From an optimization exercise on the open Yosys and OpenROAD flow, aimed at small area, a short achievable clock period and few clock cycles; shortcuts taken in it are not production practice.

== run 4 ==
==> flow/design.v <==
module FSM_controller(reset, s, load, rep, w_nx, rep_nx, start);
    input reset, s, load, rep;
    output w_nx, rep_nx, start;
    assign w_nx = ~reset & ~(s & ~load);
    assign rep_nx = ~reset & s & ~load;
    assign start = ~reset & ((s & load) | rep);
endmodule
module ALU(g, t, ci, wc, cmp, creg, freg, res, out, f);
    input [15:0] g, t, creg;
    input ci, wc, cmp;
    input [2:0] freg;
    output [15:0] res, out;
    output [2:0] f;
    localparam [15:0] CINV = 16'b0000_0000_1111_0010;
    wire [15:0] c;
    carries cy(.g(g), .t(t), .ci(ci), .c(c));
    wire [15:0] x = t & ~g;
    wire [15:0] r0 = x ^ CINV;
    wire [15:0] r1 = ~x ^ CINV;
    csel16 sres(.c(c), .d0(r0), .d1(r1), .y(res));
    wire [15:0] o0 = wc ? r0 : creg;
    wire [15:0] o1 = wc ? r1 : creg;
    csel16 sout(.c(c), .d0(o0), .d1(o1), .y(out));
    wire z = cmp ? &x : freg[2];
    wire n0 = cmp ? x[15] : freg[1];
    wire n1 = cmp ? ~x[15] : freg[1];
    wire v00 = cmp ? (x[15] ^ x[7]) : freg[0];
    wire v11 = cmp ? ~(x[15] ^ x[7]) : freg[0];
    wire n, v;
    csel1 sn(.c(c[15]), .d0(n0), .d1(n1), .y(n));
    csel4 sv(.c1(c[15]), .c0(c[7]), .d00(v11), .d01(v00), .d10(v00), .d11(v11), .y(v));
    assign f = {z, n, v};
endmodule
module csel16(c, d0, d1, y);
    input [15:0] c, d0, d1;
    output [15:0] y;
    assign y = (c & d1) | (~c & d0);
endmodule
module csel1(c, d0, d1, y);
    input c, d0, d1;
    output y;
    assign y = (c & d1) | (~c & d0);
endmodule
module csel4(c1, c0, d00, d01, d10, d11, y);
    input c1, c0, d00, d01, d10, d11;
    output y;
    reg y;
    always @(*)
        case ({c1, c0})
            2'b00: y = d00;
            2'b01: y = d01;
            2'b10: y = d10;
            default: y = d11;
        endcase
endmodule
module pfx_n(gh, th, gl, tl, ng, nt);
    input gh, th, gl, tl;
    output ng, nt;
    assign ng = ~(gh | (th & gl));
    assign nt = ~(th & tl);
endmodule
module pfx_ng(gh, th, gl, ng);
    input gh, th, gl;
    output ng;
    assign ng = ~(gh | (th & gl));
endmodule
module pfx_p(ngh, nth, ngl, ntl, g, t);
    input ngh, nth, ngl, ntl;
    output g, t;
    assign g = ~(ngh & (nth | ngl));
    assign t = ~(nth | ntl);
endmodule
module pfx_pg(ngh, nth, ngl, g);
    input ngh, nth, ngl;
    output g;
    assign g = ~(ngh & (nth | ngl));
endmodule
module carries(g, t, ci, c);
    input [15:0] g, t;
    input ci;
    output [15:0] c;
    wire [15:0] g0 = {g[14:0], ci};
    wire [15:0] t0 = {t[14:0], 1'b0};
    wire [15:0] g1, t1, g2, t2, g3, t3, g4;    
    genvar i;
    generate
        for (i = 0; i < 16; i = i + 1) begin : l1
            if (i >= 2) begin : nd
                pfx_n u(.gh(g0[i]), .th(t0[i]), .gl(g0[i-1]), .tl(t0[i-1]), .ng(g1[i]), .nt(t1[i]));
            end else if (i == 1) begin : ng
                pfx_ng u(.gh(g0[i]), .th(t0[i]), .gl(g0[i-1]), .ng(g1[i]));
                assign t1[i] = 1'b1;
            end else begin : pass
                assign g1[i] = ~g0[i];
                assign t1[i] = 1'b1;
            end
        end
        for (i = 0; i < 16; i = i + 1) begin : l2
            if (i >= 4) begin : nd
                pfx_p u(.ngh(g1[i]), .nth(t1[i]), .ngl(g1[i-2]), .ntl(t1[i-2]), .g(g2[i]), .t(t2[i]));
            end else if (i >= 2) begin : ng
                pfx_pg u(.ngh(g1[i]), .nth(t1[i]), .ngl(g1[i-2]), .g(g2[i]));
                assign t2[i] = 1'b0;
            end else begin : pass
                assign g2[i] = ~g1[i];
                assign t2[i] = 1'b0;
            end
        end
        for (i = 0; i < 16; i = i + 1) begin : l3
            if (i >= 8) begin : nd
                pfx_n u(.gh(g2[i]), .th(t2[i]), .gl(g2[i-4]), .tl(t2[i-4]), .ng(g3[i]), .nt(t3[i]));
            end else if (i >= 4) begin : ng
                pfx_ng u(.gh(g2[i]), .th(t2[i]), .gl(g2[i-4]), .ng(g3[i]));
                assign t3[i] = 1'b1;
            end else begin : pass
                assign g3[i] = ~g2[i];
                assign t3[i] = 1'b1;
            end
        end
        for (i = 8; i < 16; i = i + 1) begin : l4
            pfx_pg u(.ngh(g3[i]), .nth(t3[i]), .ngl(g3[i-8]), .g(g4[i]));
        end
    endgenerate
    assign c = {g4[15:8], g3[7:4], g2[3:2], g1[1], g0[0]};
endmodule
module regfile(we, wa, wd, r0, r1, r2, r3, r4, r5, r6, r7, n0, n1, n2, n3, n4, n5, n6, n7);
    input we;
    input [2:0] wa;
    input [15:0] wd;
    input [15:0] r0, r1, r2, r3, r4, r5, r6, r7;
    output [15:0] n0, n1, n2, n3, n4, n5, n6, n7;
    assign n0 = (we && wa == 3'd0) ? wd : r0;
    assign n1 = (we && wa == 3'd1) ? wd : r1;
    assign n2 = (we && wa == 3'd2) ? wd : r2;
    assign n3 = (we && wa == 3'd3) ? wd : r3;
    assign n4 = (we && wa == 3'd4) ? wd : r4;
    assign n5 = (we && wa == 3'd5) ? wd : r5;
    assign n6 = (we && wa == 3'd6) ? wd : r6;
    assign n7 = (we && wa == 3'd7) ? wd : r7;
endmodule
module readport(sel, d0, d1, d2, d3, d4, d5, d6, d7, q);
    input [2:0] sel;
    input [15:0] d0, d1, d2, d3, d4, d5, d6, d7;
    output [15:0] q;
    wire [7:0] oh;
    dec3to8 dec(.sel(sel), .oh(oh));
    ohmux om(.oh(oh), .d0(d0), .d1(d1), .d2(d2), .d3(d3), .d4(d4), .d5(d5), .d6(d6), .d7(d7), .q(q));
endmodule
module dec3to8(sel, oh);
    input [2:0] sel;
    output [7:0] oh;
    assign oh = 8'b1 << sel;
endmodule
module ohmux(oh, d0, d1, d2, d3, d4, d5, d6, d7, q);
    input [7:0] oh;
    input [15:0] d0, d1, d2, d3, d4, d5, d6, d7;
    output [15:0] q;
    assign q = ({16{oh[0]}} & d0) | ({16{oh[1]}} & d1) | ({16{oh[2]}} & d2) | ({16{oh[3]}} & d3) |
               ({16{oh[4]}} & d4) | ({16{oh[5]}} & d5) | ({16{oh[6]}} & d6) | ({16{oh[7]}} & d7);
endmodule
module instruction_decoder(ins, start, wr, wc, cmp, ci, arith, andop, movi, inv, rd);
    input [15:0] ins;
    input start;
    output wr, wc, cmp, ci, arith, andop, movi, inv;
    output [2:0] rd;
    wire [2:0] opcode = ins[15:13];
    wire [1:0] op = ins[12:11];
    wire alu  = (opcode == 3'b101);
    wire mov  = (opcode == 3'b110);
    wire movr = mov && (op == 2'b00);
    wire iscmp = alu && (op == 2'b01);
    assign movi = mov && (op == 2'b10);
    assign wr  = start & (movi | movr | (alu & ~iscmp));
    assign wc  = start & (movr | (alu & ~iscmp));
    assign cmp = start & iscmp;
    assign andop = alu && (op == 2'b10);
    assign ci  = iscmp;
    assign arith = alu && (op[1] == 1'b0);    
    assign inv = alu && op[0];            
    assign rd = movi ? ins[10:8] : ins[7:5];
endmodule
module insmux(rep, in, ir, q);
    parameter n = 16;
    input rep;
    input [n-1:0] in, ir;
    output [n-1:0] q;
    assign q = rep ? ir : in;
endmodule
module datapath(a, b, sh, imm, arith, andop, movi, inv, g, t);
    input [15:0] a, b;
    input [7:0] imm;
    input [1:0] sh;
    input arith, andop, movi, inv;
    output [15:0] g, t;
    reg [15:0] bs;    
    always @(*)
        case (sh)
            2'b00: bs = b;                   
            2'b01: bs = {b[14:0], 1'b0};     
            2'b10: bs = {1'b0, b[15:1]};     
            default: bs = {b[15], b[15:1]};  
        endcase
    wire [15:0] bx = bs ^ {16{inv}};
    wire [15:0] sx = {{8{imm[7]}}, imm};
    wire [15:0] k1 = (a | {16{~andop}}) & {16{~movi}};
    wire [15:0] k0 = (a & {16{arith}}) | (sx & {16{movi}});
    assign g = a & bx & {16{arith}};
    assign t = (bx & k1) | k0;
endmodule
module cpu(clk, reset, s, load, in, out, N, V, Z, w);
    input clk, reset, s, load;
    input [15:0] in;
    output [15:0] out;
    output N, V, Z, w;
    reg w, rep;
    reg [15:0] ir;
    wire w_nx, rep_nx, start;
    FSM_controller ctl(.reset(reset), .s(s), .load(load), .rep(rep),
                       .w_nx(w_nx), .rep_nx(rep_nx), .start(start));
    always @(posedge clk) begin
        w <= w_nx;
        rep <= rep_nx;
        if (load) ir <= in;
    end
    wire [15:0] ins;
    wire [2:0] rn, rm;
    wire [1:0] sh;
    insmux #(16) mi(.rep(rep), .in(in), .ir(ir), .q(ins));
    insmux #(3) mn(.rep(rep), .in(in[10:8]), .ir(ir[10:8]), .q(rn));
    insmux #(3) mm(.rep(rep), .in(in[2:0]), .ir(ir[2:0]), .q(rm));
    insmux #(2) ms(.rep(rep), .in(in[4:3]), .ir(ir[4:3]), .q(sh));
    wire wr1, wc1, cmp1, ci1, arith, andop, movi, inv;
    wire [2:0] rd1;
    instruction_decoder dec(.ins(ins), .start(start), .wr(wr1), .wc(wc1), .cmp(cmp1),
                            .ci(ci1), .arith(arith), .andop(andop), .movi(movi), .inv(inv),
                            .rd(rd1));
    reg [15:0] r0, r1, r2, r3, r4, r5, r6, r7;
    wire [15:0] n0, n1, n2, n3, n4, n5, n6, n7;
    reg wr2;
    reg [2:0] rd2;
    wire [15:0] res;
    regfile rf(.we(wr2), .wa(rd2), .wd(res),
               .r0(r0), .r1(r1), .r2(r2), .r3(r3), .r4(r4), .r5(r5), .r6(r6), .r7(r7),
               .n0(n0), .n1(n1), .n2(n2), .n3(n3), .n4(n4), .n5(n5), .n6(n6), .n7(n7));
    always @(posedge clk) begin
        r0 <= n0; r1 <= n1; r2 <= n2; r3 <= n3;
        r4 <= n4; r5 <= n5; r6 <= n6; r7 <= n7;
    end
    wire [15:0] a, braw;
    readport pa(.sel(rn), .d0(n0), .d1(n1), .d2(n2), .d3(n3), .d4(n4), .d5(n5), .d6(n6), .d7(n7), .q(a));
    readport pb(.sel(rm), .d0(n0), .d1(n1), .d2(n2), .d3(n3), .d4(n4), .d5(n5), .d6(n6), .d7(n7), .q(braw));
    wire [15:0] g1, t1;
    datapath dp(.a(a), .b(braw), .sh(sh), .imm(ins[7:0]), .arith(arith), .andop(andop), .movi(movi), .inv(inv),
                .g(g1), .t(t1));
    reg [15:0] g2, t2, creg;
    reg ci2, wc2, cmp2;
    reg [2:0] freg;
    wire [15:0] out_nx;
    wire [2:0] f_nx;
    always @(posedge clk) begin
        g2 <= g1;
        t2 <= t1;
        ci2 <= ci1;
        wr2 <= wr1;
        wc2 <= wc1;
        cmp2 <= cmp1;
        rd2 <= rd1;
        creg <= out_nx;
        freg <= f_nx;
    end
    ALU alu(.g(g2), .t(t2), .ci(ci2), .wc(wc2), .cmp(cmp2), .creg(creg), .freg(freg),
            .res(res), .out(out_nx), .f(f_nx));
    assign out = out_nx;
    assign {Z, N, V} = f_nx;
endmodule
export LEC_CHECK = 0
export CAP_MARGIN = 20
export CORE_MARGIN = 2
export CORE_UTILIZATION = 40
export CTS_CLUSTER_DIAMETER = 120
export CTS_CLUSTER_SIZE = 25
export SETUP_SLACK_MARGIN = 2.0
export SLEW_MARGIN = 20
export SYNTH_HIERARCHICAL = 1
export SYNTH_MINIMUM_KEEP_SIZE = 0
create_clock -name core_clock -period 5.5 [get_ports {clk}]
standard.sh (not shown) runs the stock make flow with config.mk's settings and CLKGATE_MAP_FILE= SYNTH_SCRIPT=/design/flow/synth_recipe.tcl, a recipe that flattens the netlist after the stock synthesis.
==> flow/flow/run.sh <==
#!/bin/bash
# Standard synthesis, then the standard layout with port buffers of a
# stronger cell and sizing not held to each cell's footprint.
set -euo pipefail
bash standard.sh synth > synth.log 2>&1
bash standard.sh MATCH_CELL_FOOTPRINT=0 'BUFFER_PORTS_ARGS=-buffer_cell sky130_fd_sc_hd__buf_4' finish > layout.log 2>&1
What run 5 does differently from run 4 at the input level:
--- a/flow/design.v
+++ b/flow/design.v
@@ -123,6 +123,20 @@
     endgenerate
     assign c = {g4[15:8], g3[7:4], g2[3:2], g1[1], g0[0]};
 endmodule
+module shifter (in, shift, sout);
+    input [15:0] in;
+    input [1:0] shift;
+    output [15:0] sout;
+    reg [15:0] sout;
+    always @(*) begin
+        case (shift)
+            2'b00: sout = in;                   
+            2'b01: sout = {in[14:0], 1'b0};     
+            2'b10: sout = {1'b0, in[15:1]};     
+            default: sout = {in[15], in[15:1]};  
+        endcase
+    end
+endmodule
 module regfile(we, wa, wd, r0, r1, r2, r3, r4, r5, r6, r7, n0, n1, n2, n3, n4, n5, n6, n7);
     input we;
     input [2:0] wa;
@@ -142,21 +156,19 @@
     input [2:0] sel;
     input [15:0] d0, d1, d2, d3, d4, d5, d6, d7;
     output [15:0] q;
-    wire [7:0] oh;
-    dec3to8 dec(.sel(sel), .oh(oh));
-    ohmux om(.oh(oh), .d0(d0), .d1(d1), .d2(d2), .d3(d3), .d4(d4), .d5(d5), .d6(d6), .d7(d7), .q(q));
-endmodule
-module dec3to8(sel, oh);
-    input [2:0] sel;
-    output [7:0] oh;
-    assign oh = 8'b1 << sel;
-endmodule
-module ohmux(oh, d0, d1, d2, d3, d4, d5, d6, d7, q);
-    input [7:0] oh;
-    input [15:0] d0, d1, d2, d3, d4, d5, d6, d7;
-    output [15:0] q;
-    assign q = ({16{oh[0]}} & d0) | ({16{oh[1]}} & d1) | ({16{oh[2]}} & d2) | ({16{oh[3]}} & d3) |
-               ({16{oh[4]}} & d4) | ({16{oh[5]}} & d5) | ({16{oh[6]}} & d6) | ({16{oh[7]}} & d7);
+    reg [15:0] q;
+    always @(*) begin
+        case (sel)
+            3'd0: q = d0;
+            3'd1: q = d1;
+            3'd2: q = d2;
+            3'd3: q = d3;
+            3'd4: q = d4;
+            3'd5: q = d5;
+            3'd6: q = d6;
+            default: q = d7;
+        endcase
+    end
 endmodule
 module instruction_decoder(ins, start, wr, wc, cmp, ci, arith, andop, movi, inv, rd);
     input [15:0] ins;
@@ -186,21 +198,12 @@
     output [n-1:0] q;
     assign q = rep ? ir : in;
 endmodule
-module datapath(a, b, sh, imm, arith, andop, movi, inv, g, t);
+module datapath(a, b, imm, arith, andop, movi, inv, g, t);
     input [15:0] a, b;
     input [7:0] imm;
-    input [1:0] sh;
     input arith, andop, movi, inv;
     output [15:0] g, t;
-    reg [15:0] bs;    
-    always @(*)
-        case (sh)
-            2'b00: bs = b;                   
-            2'b01: bs = {b[14:0], 1'b0};     
-            2'b10: bs = {1'b0, b[15:1]};     
-            default: bs = {b[15], b[15:1]};  
-        endcase
-    wire [15:0] bx = bs ^ {16{inv}};
+    wire [15:0] bx = b ^ {16{inv}};
     wire [15:0] sx = {{8{imm[7]}}, imm};
     wire [15:0] k1 = (a | {16{~andop}}) & {16{~movi}};
     wire [15:0] k0 = (a & {16{arith}}) | (sx & {16{movi}});
@@ -246,11 +249,12 @@
         r0 <= n0; r1 <= n1; r2 <= n2; r3 <= n3;
         r4 <= n4; r5 <= n5; r6 <= n6; r7 <= n7;
     end
-    wire [15:0] a, braw;
+    wire [15:0] a, braw, b;
     readport pa(.sel(rn), .d0(n0), .d1(n1), .d2(n2), .d3(n3), .d4(n4), .d5(n5), .d6(n6), .d7(n7), .q(a));
     readport pb(.sel(rm), .d0(n0), .d1(n1), .d2(n2), .d3(n3), .d4(n4), .d5(n5), .d6(n6), .d7(n7), .q(braw));
+    shifter shf(.in(braw), .shift(sh), .sout(b));
     wire [15:0] g1, t1;
-    datapath dp(.a(a), .b(braw), .sh(sh), .imm(ins[7:0]), .arith(arith), .andop(andop), .movi(movi), .inv(inv),
+    datapath dp(.a(a), .b(b), .imm(ins[7:0]), .arith(arith), .andop(andop), .movi(movi), .inv(inv),
                 .g(g1), .t(t1));
     reg [15:0] g2, t2, creg;
     reg ci2, wc2, cmp2;
### Flow results
Number of instances in the placed design (run 5 vs. run 4) increases by a little under 10%
Net count of the mapped netlist: lower on run 4
Between run 4 and run 5, the post-route worst hold slack figures differ only marginally.
Summary — routed via count divided by cell count, run 5 relative to run 4: lower, by about 2.6%.
Run 5 -> run 4: sequential cell count flat
Between run 4 and run 5, the final design area excluding fillers is lower for run 4.
Run 5 vs run 4 on met1 usage in global routing: run 5 is the lower one.
No functional check of the RTL was part of any run of this note.

[afterwards: timing with drivers on the ports]
The results above use ideal ports. As a check the final layouts listed here were re-extracted and re-timed, cells and wires unchanged. Step 1 (the two cells are an assumption about what drives the block):
set clk [get_ports {clk}]
set_driving_cell -lib_cell sky130_fd_sc_hd__clkbuf_16 $clk
set_driving_cell -lib_cell sky130_fd_sc_hd__buf_2 [delete_from_list [all_inputs] $clk]
Step 2 also shifts input and output timing later by t, the mid clock arrival at the registers, as if the neighbouring blocks saw the same clock. Three values: no drivers, after step 1, after step 2; two values: the first two.
| run | t (ns) | slack for setup (ns) | latest minus earliest clock arrival (ns) | worst slew at a driven data input, ns | cell pins on the clock port's net |
|---|---|---|---|---|---|
| run 4 | 0.522 | 2.105 / 2.058 / 1.688 | 0.033 / 0.033 | 0.04 | 1 |
| run 5 | 0.507 | 2.093 / 2.051 / 1.684 | 0.036 / 0.036 | 0.05 | 1 |
After both steps every run listed still meets setup and hold. The setup slack of run 4, which loses most, moves by -0.047 ns with the drivers and by -0.417 ns with both steps.
